Source: an optimization exercise on an open RTL-to-GDS flow (aim: small area and a short achievable clock period). Production flows keep margins and buffers that such runs may drop. In this exercise RTL edits were held to simulation tests only and were not proved equivalent to the original. The clock port is modelled as an ideal driver, which makes a skipped or thinned clock tree look cheaper than it is; a real chip needs a root buffer or a tree. Power is estimated from default activity; no workload was simulated.

## mac16
module mac16 (
    input             clk,
    input             rst_n,
    input      [15:0] a,
    input      [15:0] b,
    input      [31:0] acc,
    output reg [31:0] out
);
Size: ~860 cells after synthesis, ~98 I/O pins, roughly 0.010 sq mm of cells after synthesis.
==> flow/config.mk <==
export PLATFORM = sky130hd
export DESIGN_NAME = mac16
export DESIGN_NICKNAME = mac16
export VERILOG_FILES = /design/flow/design.v
export SDC_FILE = /design/flow/constraint.sdc
export NUM_CORES = 4
export LEC_CHECK = 0
export CAP_MARGIN = 20
export CORE_MARGIN = 2
export CORE_UTILIZATION = 65
export SLEW_MARGIN = 20
export SYNTH_HIERARCHICAL = 1
export SYNTH_MINIMUM_KEEP_SIZE = 0
==> flow/constraint.sdc <==
create_clock -name core_clock -period 15.0 [get_ports {clk}]
set_input_delay 3.0000 -clock core_clock [delete_from_list [all_inputs] [get_ports {clk}]]
set_output_delay 3.0000 -clock core_clock [all_outputs]
set_load 0.01 [all_outputs]
standard.sh (not shown) runs the stock make flow with config.mk's settings and CLKGATE_MAP_FILE= SYNTH_SCRIPT=/design/flow/synth_recipe.tcl, a recipe that flattens the netlist after the stock synthesis.
==> flow/flow/run.sh <==
#!/bin/bash
# Own layout flow: the standard ORFS flow (standard.sh, synthesis included)
# with two hooks:
#  - flow/resize_hook.tcl, before the placement resizer: port buffer cells and
#    the drive strength of the operand flip-flops;
#  - flow/cts_hook3.tcl, at the start of CTS: a balanced clock tree of
#    inverter pairs (port -> 4 x clkinv_8 -> 4 x clkinv_16 -> flip-flops)
#    instead of TritonCTS's two-level H-tree of buffers.
set -euo pipefail
here=$(pwd)
export PRE_RESIZE_TCL=$here/flow/resize_hook.tcl
export PRE_CTS_TCL=$here/flow/cts_hook3.tcl
bash standard.sh > $here/standard_flow.log 2>&1
==> flow/flow/cts_hook3.tcl <==
# Clock tree of inverter pairs: the clock port drives four clkinv_8 clock
# inverters; each drives one clkinv_16, which drives the clock pins of one
# quarter of the flip-flops (halved at the median x, then at the median y).
# Every flip-flop sees the same two inverters between it and the port, so the
# clock keeps its polarity and the tree is balanced.
set db [ord::get_db]
set block [ord::get_db_block]
set clk_net [$block findNet clk]
set leaf_master [$db findMaster sky130_fd_sc_hd__clkinv_16]
set root_master [$db findMaster sky130_fd_sc_hd__clkinv_8]

set sinks {}
foreach it [$clk_net getITerms] {
  if {[$it isInputSignal]} {
    set loc [[$it getInst] getLocation]
    lappend sinks [list $it [lindex $loc 0] [lindex $loc 1]]
  }
}
proc bisect {items idx depth} {
  if {$depth == 0} { return [list $items] }
  set s [lsort -real -index $idx $items]
  set h [expr {[llength $s] / 2}]
  set nidx [expr {$idx == 1 ? 2 : 1}]
  return [concat [bisect [lrange $s 0 [expr {$h - 1}]] $nidx [expr {$depth - 1}]] \
                 [bisect [lrange $s $h end] $nidx [expr {$depth - 1}]]]
}
proc centre {items} {
  set sx 0; set sy 0
  foreach s $items { set sx [expr {$sx + [lindex $s 1]}]; set sy [expr {$sy + [lindex $s 2]}] }
  set n [llength $items]
  return [list [expr {int($sx / $n)}] [expr {int($sy / $n)}]]
}
set i 0
foreach g [bisect $sinks 1 2] {
  lassign [centre $g] cx cy
  set rinst [odb::dbInst_create $block $root_master "clkinv_r${i}"]
  set rnet [odb::dbNet_create $block "clknet_r${i}"]
  $rnet setSigType CLOCK
  [$rinst findITerm A] connect $clk_net
  [$rinst findITerm Y] connect $rnet
  $rinst setLocation $cx $cy
  $rinst setPlacementStatus PLACED
  set inst [odb::dbInst_create $block $leaf_master "clkinv_l${i}"]
  set net [odb::dbNet_create $block "clknet_l${i}"]
  $net setSigType CLOCK
  [$inst findITerm A] connect $rnet
  [$inst findITerm Y] connect $net
  foreach s $g {
    set it [lindex $s 0]
    $it disconnect
    $it connect $net
  }
  $inst setLocation $cx $cy
  $inst setPlacementStatus PLACED
  puts "cts_hook: clkinv_l${i} drives [llength $g] clock pins"
  incr i
}
$clk_net setSigType CLOCK

# cts.tcl calls repair_clock_inverters and clock_tree_synthesis next; the tree
# is already built (and its inverters must not be cloned per flip-flop).
rename repair_clock_inverters my_unused_repair_clock_inverters
proc repair_clock_inverters {args} { puts "cts_hook: clock inverters kept as built" }
rename clock_tree_synthesis my_unused_clock_tree_synthesis
proc clock_tree_synthesis {args} { puts "cts_hook: clock tree built by flow/cts_hook3.tcl" }
==> flow/flow/resize_hook.tcl <==
# Port buffers: a small buffer on inputs, a faster one on outputs (out[*] drives
# the 10 fF load and sits on the output timing path).
set n_in 0
set n_out 0
foreach inst [get_cells *] {
  set name [get_property $inst name]
  set ref [get_property $inst ref_name]
  if {[regexp {^input[0-9]+$} $name] && [string match "*buf*" $ref]
      && [get_property [get_nets -of_objects [get_pins $name/A]] name] ne "rst_n"} {
    replace_cell $inst sky130_fd_sc_hd__buf_1
    incr n_in
  } elseif {[regexp {^output[0-9]+$} $name] && [string match "*buf*" $ref]} {
    replace_cell $inst sky130_fd_sc_hd__buf_2
    incr n_out
  } elseif {[regexp {^[ab]_r\[[0-9]+\]} $name] && $ref eq "sky130_fd_sc_hd__dfxtp_1"} {
    replace_cell $inst sky130_fd_sc_hd__dfxtp_4
  }
}
puts "resize_hook: $n_in input and $n_out output buffers replaced"
Edit:
--- a/flow/flow/run.sh
+++ b/flow/flow/run.sh
@@ -6,3 +6,3 @@
 #  - flow/cts_hook3.tcl, at the start of CTS: a balanced clock tree of
-#    inverter pairs (port -> 4 x clkinv_8 -> 4 x clkinv_16 -> flip-flops)
+#    inverter pairs (port -> 4 x clkinv_4 -> 4 x clkinv_16 -> flip-flops)
 #    instead of TritonCTS's two-level H-tree of buffers.
--- a/flow/flow/cts_hook3.tcl
+++ b/flow/flow/cts_hook3.tcl
@@ -1,2 +1,2 @@
-# Clock tree of inverter pairs: the clock port drives four clkinv_8 clock
+# Clock tree of inverter pairs: the clock port drives four small clock
 # inverters; each drives one clkinv_16, which drives the clock pins of one
@@ -9,3 +9,3 @@
 set leaf_master [$db findMaster sky130_fd_sc_hd__clkinv_16]
-set root_master [$db findMaster sky130_fd_sc_hd__clkinv_8]
+set root_master [$db findMaster sky130_fd_sc_hd__clkinv_4]
 
CORE_UTILIZATION = 75   (was 65)
Result: Core utilization went up by 10 points; clock skew fell by 0.0048 ns; maximum frequency came out lower by 1.1%; sequential power is about the same; flip-flop and latch count does not change; critical path depth does not change; die area shrinks by about 13%; cell count shrinks by 3.1%; via count is higher by 3.8%.
Edit:
--- a/flow/flow/run.sh
+++ b/flow/flow/run.sh
@@ -6,3 +6,3 @@
 #  - flow/cts_hook3.tcl, at the start of CTS: a balanced clock tree of
-#    inverter pairs (port -> 4 x clkinv_4 -> 4 x clkinv_16 -> flip-flops)
+#    inverter pairs (port -> 4 x clkinv_8 -> 4 x clkinv_16 -> flip-flops)
 #    instead of TritonCTS's two-level H-tree of buffers.
--- a/flow/flow/cts_hook3.tcl
+++ b/flow/flow/cts_hook3.tcl
@@ -1,2 +1,2 @@
-# Clock tree of inverter pairs: the clock port drives four small clock
+# Clock tree of inverter pairs: the clock port drives four clkinv_8 clock
 # inverters; each drives one clkinv_16, which drives the clock pins of one
@@ -9,3 +9,3 @@
 set leaf_master [$db findMaster sky130_fd_sc_hd__clkinv_16]
-set root_master [$db findMaster sky130_fd_sc_hd__clkinv_4]
+set root_master [$db findMaster sky130_fd_sc_hd__clkinv_8]
 
--- a/flow/flow/resize_hook.tcl
+++ b/flow/flow/resize_hook.tcl
@@ -19 +19,21 @@
 puts "resize_hook: $n_in input and $n_out output buffers replaced"
+
+# Logic cells that synthesis sized up (_2, _4, ...) go back to their smallest
+# drive strength: the clock period leaves every such path far from critical.
+set n_down 0
+foreach inst [get_cells *] {
+  set ref [get_property $inst ref_name]
+  if {[regexp {^(sky130_fd_sc_hd__([a-z0-9]+))_([0-9]+)$} $ref -> base func drive]
+      && $drive > 1
+      && ![regexp {^(df|sdf|edf|dl|buf|clk|inv|bufinv|conb|tap|fill|decap|fa|ha)} $func]} {
+    foreach small {1 0} {
+      set lib_cell [get_lib_cells -quiet */${base}_${small}]
+      if {$lib_cell ne ""} {
+        replace_cell $inst [get_property $lib_cell name]
+        incr n_down
+        break
+      }
+    }
+  }
+}
+puts "resize_hook: $n_down logic cells set to their smallest size"
ABC_AREA = 1   (was default)
CORE_UTILIZATION = 65   (was 75)
Result:
- utilization drops by 11 points
- critical path depth does not change
- routed wire length drops by 11%
- combinational power drops by about 10%
Edit:
--- a/flow/flow/run.sh
+++ b/flow/flow/run.sh
@@ -6,3 +6,3 @@
 #  - flow/cts_hook3.tcl, at the start of CTS: a balanced clock tree of
-#    inverter pairs (port -> 4 x clkinv_8 -> 4 x clkinv_16 -> flip-flops)
+#    inverter pairs (port -> 4 x clkinv_4 -> 4 x clkinv_16 -> flip-flops)
 #    instead of TritonCTS's two-level H-tree of buffers.
--- a/flow/flow/cts_hook3.tcl
+++ b/flow/flow/cts_hook3.tcl
@@ -1,2 +1,2 @@
-# Clock tree of inverter pairs: the clock port drives four clkinv_8 clock
+# Clock tree of inverter pairs: the clock port drives four small clock
 # inverters; each drives one clkinv_16, which drives the clock pins of one
@@ -9,3 +9,3 @@
 set leaf_master [$db findMaster sky130_fd_sc_hd__clkinv_16]
-set root_master [$db findMaster sky130_fd_sc_hd__clkinv_8]
+set root_master [$db findMaster sky130_fd_sc_hd__clkinv_4]
 
==> flow/flow/resize_hook.tcl (replaced) <==
# Port buffers: a small buffer on inputs, a faster one on outputs (out[*] drives
# the 10 fF load and sits on the output timing path).
set n_in 0
set n_out 0
foreach inst [get_cells *] {
  set name [get_property $inst name]
  set ref [get_property $inst ref_name]
  if {[regexp {^input[0-9]+$} $name] && [string match "*buf*" $ref]
      && [get_property [get_nets -of_objects [get_pins $name/A]] name] ne "rst_n"} {
    replace_cell $inst sky130_fd_sc_hd__buf_1
    incr n_in
  } elseif {[regexp {^output[0-9]+$} $name] && [string match "*buf*" $ref]} {
    replace_cell $inst sky130_fd_sc_hd__buf_2
    incr n_out
  } elseif {[regexp {^[ab]_r\[[0-9]+\]} $name] && $ref eq "sky130_fd_sc_hd__dfxtp_1"} {
    replace_cell $inst sky130_fd_sc_hd__dfxtp_4
  }
}
puts "resize_hook: $n_in input and $n_out output buffers replaced"
ABC_AREA = default   (was 1)
After rerunning:
- The changed run completed without violations
- synthesized cell count drops by a little under a tenth
- wire length came out higher by a little under a tenth
- sequential cell count does not change
- register-to-register slack got worse by 0.02 ns
- global-route usage rises by 2.3 points
- final cell count decreases by a few percent
- critical path depth is unchanged
- worst setup slack is worse by 0.040 ns
- combinational power rises by a little under a tenth
- fmax is lower slightly
- clock skew went up by 0.0050 ns
Edit:
--- a/flow/flow/run.sh
+++ b/flow/flow/run.sh
@@ -6,3 +6,3 @@
 #  - flow/cts_hook3.tcl, at the start of CTS: a balanced clock tree of
-#    inverter pairs (port -> 4 x clkinv_4 -> 4 x clkinv_16 -> flip-flops)
+#    inverter pairs (port -> 4 x clkinv_8 -> 4 x clkinv_16 -> flip-flops)
 #    instead of TritonCTS's two-level H-tree of buffers.
--- a/flow/flow/cts_hook3.tcl
+++ b/flow/flow/cts_hook3.tcl
@@ -1,2 +1,2 @@
-# Clock tree of inverter pairs: the clock port drives four small clock
+# Clock tree of inverter pairs: the clock port drives four clkinv_8 clock
 # inverters; each drives one clkinv_16, which drives the clock pins of one
@@ -9,3 +9,3 @@
 set leaf_master [$db findMaster sky130_fd_sc_hd__clkinv_16]
-set root_master [$db findMaster sky130_fd_sc_hd__clkinv_4]
+set root_master [$db findMaster sky130_fd_sc_hd__clkinv_8]
 
CORE_UTILIZATION = 72   (was 65)
Outcome: Power goes up slightly. Fmax goes up slightly. Worst setup slack improved by 0.028 ns. Cell area hardly moves. Clock power goes up by a few percent. Area after synthesis is unchanged. Die area goes down by roughly a tenth. Routed wire length goes up slightly. Utilization goes up by 8.8 points.
In every run of this note, the design's own scripts or RTL, not TritonCTS, make the clock network.

==> what the ideal ports hide <==
Ports are ideal in the flow. The routed layouts listed here were re-timed in OpenROAD.
Step 1: set_driving_cell puts a clkbuf_16 on clk and a buf_2 on each other input, an assumption about the parent block.
Step 2, shift: input delay + t, output delay - t, t = (earliest + latest rising clock arrival at the registers) / 2. This alone moves slack from input paths to output paths.
Three values: ideal, step 1, step 2; two values: the first two.
| run | t (ns) | setup slack, ns | clock arrival spread, ns | worst data-port slew with drivers (ns) | cell pins on the clock port's net |
|---|---|---|---|---|---|
| the first run | 0.294 | 11.362 / 11.204 / 11.305 | 0.016 / 0.017 | 0.04 | 4 |
| the second run | 0.280 | 11.320 / 11.211 / 11.300 | 0.012 / 0.012 | 0.04 | 4 |
| the third run | 0.297 | 11.368 / 11.210 / 11.298 | 0.012 / 0.012 | 0.04 | 4 |
| the fourth run | 0.289 | 11.328 / 11.209 / 11.306 | 0.017 / 0.016 | 0.04 | 4 |
| the fifth run | 0.294 | 11.356 / 11.200 / 11.296 | 0.011 / 0.012 | 0.04 | 4 |
After both steps setup and hold are still met in every run listed. For the third run, which loses most, drivers alone change the setup slack by -0.158 ns; drivers and shift together by -0.070 ns. The worst setup slack also covers recovery checks on asynchronous resets.
